Source: an optimization exercise on an open RTL-to-GDS flow (aim: small area, a short achievable clock period and few clock cycles per item). Production flows keep margins and buffers that such runs may drop.
Function was checked by simulation only, so behaviour that the tests miss may differ from the original.

### design/flow/design.v
`timescale 1ns / 1ps
`default_nettype none
module sha_engine #(parameter CONST_IV = 0) (
		input wire clk,
		input wire [5:0] rnd,
		input wire r0, input wire r62, input wire r63, input wire ge48,
		input wire [255:0] iv_in,
		input wire [31:0] tail_m,
		input wire ld_en,
		input wire [255:0] ld_data,
		output wire [255:0] state
	);
	localparam [255:0] IV2 = 256'h5be0cd191f83d9ab9b05688c510e527fa54ff53a3c6ef372bb67ae856a09e667;
	function [31:0] rotr(input [31:0] x, input integer s);
		rotr = (x >> s) | (x << (32 - s));
	endfunction
	function [31:0] kconst(input [5:0] i);
		case (i)
			6'd0: kconst = 32'h428a2f98; 6'd1: kconst = 32'h71374491; 6'd2: kconst = 32'hb5c0fbcf; 6'd3: kconst = 32'he9b5dba5;
			6'd4: kconst = 32'h3956c25b; 6'd5: kconst = 32'h59f111f1; 6'd6: kconst = 32'h923f82a4; 6'd7: kconst = 32'hab1c5ed5;
			6'd8: kconst = 32'hd807aa98; 6'd9: kconst = 32'h12835b01; 6'd10: kconst = 32'h243185be; 6'd11: kconst = 32'h550c7dc3;
			6'd12: kconst = 32'h72be5d74; 6'd13: kconst = 32'h80deb1fe; 6'd14: kconst = 32'h9bdc06a7; 6'd15: kconst = 32'hc19bf174;
			6'd16: kconst = 32'he49b69c1; 6'd17: kconst = 32'hefbe4786; 6'd18: kconst = 32'h0fc19dc6; 6'd19: kconst = 32'h240ca1cc;
			6'd20: kconst = 32'h2de92c6f; 6'd21: kconst = 32'h4a7484aa; 6'd22: kconst = 32'h5cb0a9dc; 6'd23: kconst = 32'h76f988da;
			6'd24: kconst = 32'h983e5152; 6'd25: kconst = 32'ha831c66d; 6'd26: kconst = 32'hb00327c8; 6'd27: kconst = 32'hbf597fc7;
			6'd28: kconst = 32'hc6e00bf3; 6'd29: kconst = 32'hd5a79147; 6'd30: kconst = 32'h06ca6351; 6'd31: kconst = 32'h14292967;
			6'd32: kconst = 32'h27b70a85; 6'd33: kconst = 32'h2e1b2138; 6'd34: kconst = 32'h4d2c6dfc; 6'd35: kconst = 32'h53380d13;
			6'd36: kconst = 32'h650a7354; 6'd37: kconst = 32'h766a0abb; 6'd38: kconst = 32'h81c2c92e; 6'd39: kconst = 32'h92722c85;
			6'd40: kconst = 32'ha2bfe8a1; 6'd41: kconst = 32'ha81a664b; 6'd42: kconst = 32'hc24b8b70; 6'd43: kconst = 32'hc76c51a3;
			6'd44: kconst = 32'hd192e819; 6'd45: kconst = 32'hd6990624; 6'd46: kconst = 32'hf40e3585; 6'd47: kconst = 32'h106aa070;
			6'd48: kconst = 32'h19a4c116; 6'd49: kconst = 32'h1e376c08; 6'd50: kconst = 32'h2748774c; 6'd51: kconst = 32'h34b0bcb5;
			6'd52: kconst = 32'h391c0cb3; 6'd53: kconst = 32'h4ed8aa4a; 6'd54: kconst = 32'h5b9cca4f; 6'd55: kconst = 32'h682e6ff3;
			6'd56: kconst = 32'h748f82ee; 6'd57: kconst = 32'h78a5636f; 6'd58: kconst = 32'h84c87814; 6'd59: kconst = 32'h8cc70208;
			6'd60: kconst = 32'h90befffa; 6'd61: kconst = 32'ha4506ceb; 6'd62: kconst = 32'hbef9a3f7;
			default: kconst = (CONST_IV != 0) ? 32'hc67178f2 + IV2[31:0] : 32'hc67178f2;
		endcase
	endfunction
	wire [255:0] iv = (CONST_IV != 0) ? IV2 : iv_in;
	wire [31:0] iva = iv[31:0], ivb = iv[63:32], ivc = iv[95:64], ivd = iv[127:96];
	wire [31:0] ive = iv[159:128], ivf = iv[191:160], ivg = iv[223:192], ivh = iv[255:224];
	reg [31:0] a, b, c, d, e, f, g, h, hk;
	reg [31:0] w[0:15];
	wire [31:0] ai = r0 ? iva : a;
	wire [31:0] bi = r0 ? ivb : b;
	wire [31:0] ci = r0 ? ivc : c;
	wire [31:0] di = r0 ? ivd : d;
	wire [31:0] ei = r0 ? ive : e;
	wire [31:0] fi = r0 ? ivf : f;
	wire [31:0] gi = r0 ? ivg : g;
	wire [31:0] S1 = rotr(ei, 6) ^ rotr(ei, 11) ^ rotr(ei, 25);
	wire [31:0] ch = (ei & fi) ^ (~ei & gi);
	wire [31:0] S0 = rotr(ai, 2) ^ rotr(ai, 13) ^ rotr(ai, 22);
	wire [31:0] maj = (ai & bi) ^ (ai & ci) ^ (bi & ci);
	wire [31:0] t1s = hk ^ S1 ^ ch;
	wire [31:0] t1c = {((hk & S1) | (hk & ch) | (S1 & ch)), 1'b0} ;
	wire [31:0] es = t1s ^ t1c ^ di;
	wire [31:0] ec = {((t1s & t1c) | (t1s & di) | (t1c & di)), 1'b0};
	wire [31:0] e_new = es + ec;
	wire [31:0] as1 = t1s ^ t1c ^ S0;
	wire [31:0] ac1 = {((t1s & t1c) | (t1s & S0) | (t1c & S0)), 1'b0};
	wire [31:0] as2 = as1 ^ ac1 ^ maj;
	wire [31:0] ac2 = {((as1 & ac1) | (as1 & maj) | (ac1 & maj)), 1'b0};
	wire [31:0] a_new = as2 + ac2;
	wire [31:0] hsrc = r63 ? ivh : gi;
	wire [31:0] kn = kconst(rnd + 6'd1);
	wire [31:0] wsrc = ld_en ? ld_data[31:0] : w[1];
	wire [31:0] hx = (CONST_IV == 0 && r62) ? iva : 32'd0;
	wire [31:0] hs1 = hsrc ^ kn ^ wsrc;
	wire [31:0] hc1 = {((hsrc & kn) | (hsrc & wsrc) | (kn & wsrc)), 1'b0};
	wire [31:0] hs2 = hs1 ^ hc1 ^ hx;
	wire [31:0] hc2 = {((hs1 & hc1) | (hs1 & hx) | (hc1 & hx)), 1'b0};
	wire [31:0] hk_new = hs2 + hc2;
	wire [31:0] dx = r62 ? ive : r63 ? ivd : 32'd0;
	wire [31:0] dy = r62 ? ~iva : 32'd0;
	wire dcin = r62;
	wire [31:0] ds = ci ^ dx ^ dy;
	wire [31:0] dc = {((ci & dx) | (ci & dy) | (dx & dy)), dcin};
	wire [31:0] d_new = ds + dc;
	wire [31:0] s0 = rotr(w[1], 7) ^ rotr(w[1], 18) ^ (w[1] >> 3);
	wire [31:0] s1 = rotr(w[14], 17) ^ rotr(w[14], 19) ^ (w[14] >> 10);
	wire [31:0] ws1 = s0 ^ s1 ^ w[9];
	wire [31:0] wc1 = {((s0 & s1) | (s0 & w[9]) | (s1 & w[9])), 1'b0};
	wire [31:0] ws2 = ws1 ^ wc1 ^ w[0];
	wire [31:0] wc2 = {((ws1 & wc1) | (ws1 & w[0]) | (wc1 & w[0])), 1'b0};
	wire [31:0] nw = ws2 + wc2;
	wire [31:0] tail = ge48 ? tail_m : nw;
	integer i;
	always @(posedge clk) begin
		a <= a_new;
		b <= ai + (r63 ? ivb : 32'd0);
		c <= bi + (r63 ? ivc : 32'd0);
		d <= d_new;
		e <= e_new;
		f <= ei + (r63 ? ivf : 32'd0);
		g <= fi + (r63 ? ivg : 32'd0);
		h <= g + (r63 ? ivh : 32'd0);
		hk <= hk_new;
		for (i = 0; i < 15; i = i + 1) w[i] <= w[i + 1];
		w[15] <= tail;
		if (ld_en) begin
			w[0] <= ld_data[31:0];
			w[1] <= ld_data[63:32];
			w[2] <= ld_data[95:64];
			w[3] <= ld_data[127:96];
			w[4] <= ld_data[159:128];
			w[5] <= ld_data[191:160];
			w[6] <= ld_data[223:192];
			w[7] <= ld_data[255:224];
		end
	end
	assign state = {h, g, f, e, d, c, b, a};
endmodule
`timescale 1ns / 1ps
`default_nettype none
module miner (
		input wire clk,
		input wire rst,
		input wire [255:0] X,
		input wire [95:0] Y,
		input wire [31:0] nonce_start,
		output reg hash_valid,
		output reg [255:0] hash,
		output reg [31:0] hash_nonce
	);
	function [31:0] flip(input [31:0] v);
		flip = {v[7:0], v[15:8], v[23:16], v[31:24]};
	endfunction
	reg [255:0] Xr;
	always @(posedge clk) Xr <= X;
	reg [5:0] phase;
	reg [1:0] primed;       
	reg [31:0] N;           
	reg valid_r;
	reg e1_r0, e1_r62, e1_r63, e1_ge48;
	reg e2_r0, e2_r62, e2_r63, e2_ge48;
	wire [5:0] phase_n = rst ? 6'd48 : phase + 6'd1;
	always @(posedge clk) begin
		phase <= phase_n;
		e1_r0 <= (phase_n == 6'd0);
		e1_r62 <= (phase_n == 6'd62);
		e1_r63 <= (phase_n == 6'd63);
		e1_ge48 <= (phase_n >= 6'd48);
		e2_r0 <= (phase_n == 6'd1);
		e2_r62 <= (phase_n == 6'd63);
		e2_r63 <= (phase_n == 6'd0);
		e2_ge48 <= (phase_n >= 6'd49) || (phase_n == 6'd0);
		if (rst) begin
			primed <= 2'd0;
			valid_r <= 1'b0;
			N <= nonce_start;
		end else begin
			if (phase == 6'd0 && primed != 2'd3) primed <= primed + 2'd1;
			valid_r <= (phase == 6'd0) && primed[1];
			if (valid_r) N <= N + 32'd1;
		end
	end
	wire [31:0] n1 = N + {30'd0, primed[1], primed[0] & ~primed[1]};
	reg [31:0] m1;
	always @(*) begin
		case (phase[3:0])
			4'd0: m1 = flip(Y[31:0]);
			4'd1: m1 = flip(Y[63:32]);
			4'd2: m1 = flip(Y[95:64]);
			4'd3: m1 = flip(n1);
			4'd4: m1 = 32'h80000000;
			4'd15: m1 = 32'h00000280;
			default: m1 = 32'd0;
		endcase
	end
	wire [5:0] rnd2 = phase - 6'd1;
	wire [31:0] m2 = (rnd2[3:0] == 4'd8) ? 32'h80000000 : (rnd2[3:0] == 4'd15) ? 32'h00000100 : 32'd0;
	wire [255:0] st1, st2;
	sha_engine #(.CONST_IV(0)) eng1(.clk(clk), .rnd(phase),
		.r0(e1_r0), .r62(e1_r62), .r63(e1_r63), .ge48(e1_ge48),
		.iv_in(Xr), .tail_m(m1), .ld_en(1'b0), .ld_data(256'd0), .state(st1));
	sha_engine #(.CONST_IV(1)) eng2(.clk(clk), .rnd(rnd2),
		.r0(e2_r0), .r62(e2_r62), .r63(e2_r63), .ge48(e2_ge48),
		.iv_in(256'd0), .tail_m(m2), .ld_en(e2_r63), .ld_data(st1), .state(st2));
	integer j;
	always @(*) begin
		hash_valid = valid_r;
		hash_nonce = N;
		for (j = 0; j < 8; j = j + 1) hash[32*j +: 32] = flip(st2[32*j +: 32]);
	end
endmodule
### design/flow/constraint.sdc
create_clock -name core_clock -period 11.0 [get_ports {clk}]
set_input_delay 2.2000 -clock core_clock [delete_from_list [all_inputs] [get_ports {clk}]]
set_output_delay 2.2000 -clock core_clock [all_outputs]
set_load 0.01 [all_outputs]
### design/flow/run.sh
#!/bin/bash
# synth_recipe.tcl (not shown) runs the flow's synth.tcl, then flattens the netlist and writes it again
# the make line also repeats each setting of config.mk as NAME=value (left out here)
make -C /OpenROAD-flow-scripts/flow DESIGN_CONFIG=/design/flow/config.mk WORK_HOME=/design/flow/orfs CLKGATE_MAP_FILE= SYNTH_SCRIPT=/design/flow/synth_recipe.tcl finish
### design/flow/config.mk
export PLATFORM = sky130hd
export DESIGN_NAME = miner
export DESIGN_NICKNAME = miner
export VERILOG_FILES = /design/flow/design.v
export SDC_FILE = /design/flow/constraint.sdc
export NUM_CORES = 4
export LEC_CHECK = 0
export CAP_MARGIN = 20
export CORE_MARGIN = 2
export CORE_UTILIZATION = 35
export PLACE_DENSITY = 0.5
export SLEW_MARGIN = 20
==> flow_summary.ini <==
[outcome]
outcome = finished clean

[floorplan]
core_region_area_sq_um = 290300
initial_core_util_pct = 35.08
die-area_sq_um = 295300
die_w_um = 543.4
num_rows = 198
die_h_um = 543.4
num_io_pins = 675

[timing]
rsz0062_at_grt = no
fmax_mhz = 112.4
tightest_slew_ns = 1.158
tns_ns = 0
setup_violations = 0
max_slew_margin_pct = 20.61
hold_viol = 0
min_period_over_period_pct = 80.90
slew_viol_final = 0
skew_ns = 0.07365
finalCriticalPeriod_ns = 8.900

[worst_setup_path]
r2r-start = phase[1]
worstPathArrival_ns = 9.67
r2r_setup_slack_ns = 2.10
required_ns = 11.77
crit_path_end = eng2.hk[30]
cp_slowest_cell = ha_1
crit_type = flip-flop to flip-flop
ff2ff_path_depth = 29
cp-start-kind = flip-flop
r2r_end = eng2.hk[30]
end_kind = flip-flop
slowest_delay_ns = 0.66
worstSetupStartpoint = phase[1]
crit_fanout = 35

[synthesis]
syn-num-nets = 11750
synth_top_area_cell = dfxtp_1
syn_inst = 10220
synth_seq_area_share_pct = 37.72
synth_edf_count = 32
synth.ff_latch_count = 1903
synth-async-reset-ratio_pct = 0
synth_top_flop_cell = dfxtp_1
netlist_area_sq_um = 101800
syn_avg_cell_area_sq_um = 9.965
netlist_top_cells_area = dfxtp_1 (37%), fa_1 (10%), ha_1 (7.8%)
yosysTopAreaCellShare_pct = 36.78
yosysUniqueCellTypes = 95
yosys_warnings = 5

[clock_network]
path_clk_slew_ns = 0.07
cts_resized = 0
cts_sinks = 1903
insertion_delay_ns = 0.92
cts_tree = done
max-clock-path-buffers = 4
cts_buffers = 218
cts_max_level = 4
cts_root_buf = clkbuf_16
postCtsHoldBufs = 0
cts_setup_buffers = 0

[finish]
nets = 12380
final_cell_mix = dfxtp_1 (1866), xnor2_1 (878), inv_1 (680), clkdlybuf4s50_1 (673), ha_1 (631)
reg_top3 = eng1.w (512), eng2.w (512), Xr (256)
final_common_cell = dfxtp_1
syn_to_final_growth_pct = 18.60
drive_above_1_share_pct = 10.10
final_core_util_pct = 41.60

[routing]
drc = 0
vias_per_cell = 5.226
first_iter_violations = 6310
avgRoutedWirePerCell_um = 27.47
vias = 78130
final_antenna_net_count = 0
routed_wl_mm = 410.6
dr.pass1.iters = 6

[global_route]
grt-ovfl-total = 0
grt_pass1_vias = 78370
grt_pass1_wl_mm = 575.9
antenna_found_initial = 42
grt_max_degree = 109
grt_use_total_pct = 27.06

[flow_run]
timing.max_cap.violations = 0

[place]
detailed_place_hpwl_mm = 330.5
portBuffers = 674
gp_congestion = 0.9693

[min_path]
hold_class = flip-flop to flip-flop
-- per-stage QoR --
stage / hold WS (ns) / setup WS, ns / cells / cell area, sq um
2_1_floorplan: 0.3096 / 2.455 / 10220 / 101800
3_3_place_gp: 0.3096 / 2.361 / 14520 / 113100
3_5_place_dp: 0.3121 / 2.322 / 14520 / 113100
4_1_cts: 0.3056 / 2.196 / 14930 / 120700
5_1_grt: 0.3132 / 1.423 / 14940 / 120800
6_report: 0.3127 / 2.100 / 14950 / 120800
-- how the worst min path moves through the flow --
stage,from,endpoint,depth (start not counted)
finish,eng1.w[8][10],eng1.w[7][10],0
global route,eng1.w[4][12],eng1.w[3][12],0
CTS,eng1.w[10][31],eng1.w[9][31],0
detailed placement,eng2.w[11][4],eng2.w[10][4],0
global placement,eng2.w[12][9],eng2.w[11][9],0
floorplan,eng1.w[11][0],eng1.w[10][0],0
-- cell usage after synthesis, drive strengths merged, types with 41 or more instances --
library cell     n
a22o            64
nor2b          176
ha             634
o22ai           42
nor2           584
nor3           146
xor2           238
and2           189
o21a            59
mux2           438
buf            106
dfxtp         1871
clkbuf         295
or3             54
fa             514
a21o           210
a21oi          589
and3            51
nand2b          69
a221oi          41
a211oi          86
or2             83
o21ai          463
nand3          170
o21bai          70
a31oi           70
inv            684
o211ai          63
nand4           55
mux2i          145
xnor2          886
nand2          606
-- cell families after synthesis --
kind of cell | count (synthesis) | synth area share, %
AND/OR/NAND/NOR | 2277 | 10.83
AO/OA/AOI/OAI | 2054 | 13.01
flip-flops | 1903 | 37.72
adder cells (fa/ha/maj) | 1182 | 18.23
XOR/XNOR | 1124 | 9.674
buffers and inverters | 1088 | 4.073
multiplexers | 592 | 6.467
-- cell type report --
class	count	area (sq um)
diodes	25	62.56
clock inverters	121	1545
repair buffers	802	7727
multi-input cells	7229	59460
flip-flops and latches	1903	38430
inverters	687	2580
clock buffers	283	6095
fillers	28340	169600
well taps	3900	4880
-- critical path: cells and delay by family (launching register included) --
family | cells | cell delay, ns
AO/OA/AOI/OAI | 12 | 3.33
XOR/XNOR | 1 | 0.55
adder cells (fa/ha/maj) | 6 | 2.11
buffers and inverters | 6 | 1.67
flip-flops | 1 | 0.31
AND/OR/NAND/NOR | 4 | 0.77
-- metal layers --
metal	up-vias	global-route usage [%]	wire [um]
li1	36300	-	-
met1	38550	36.90	184500
met5	-	0	111
met2	2706	43.32	185700
met3	560	3.442	22260
met4	16	10.74	18120
Testbench counts, summed over its fixed seeds: cycles 21,128, items 320.

port drivers added, routing unchanged:
The results above use ideal ports. As a check the final layout listed here was re-extracted and re-timed, cells and wires unchanged.
Step 1 (the two cells are an assumption about what drives the block):
set clk [get_ports {clk}]
set_driving_cell -lib_cell sky130_fd_sc_hd__clkbuf_16 $clk
set_driving_cell -lib_cell sky130_fd_sc_hd__buf_2 [delete_from_list [all_inputs] $clk]
Step 2 times the ports against the registers' clock, not the clock port: input delays grow and output delays shrink by t, the midpoint of the rising clock arrivals with the driver on.
Slacks: ideal ports / drivers / drivers and shift; pairs: ideal ports / drivers.
t, ns: 0.992
slack for setup (ns): 2.100 / 2.100 / 2.100
pins driven straight from the clock port: 1
After both steps setup and hold are still met in this run. For this run, drivers alone change the setup slack by 0.000 ns; drivers and shift together by 0.000 ns.
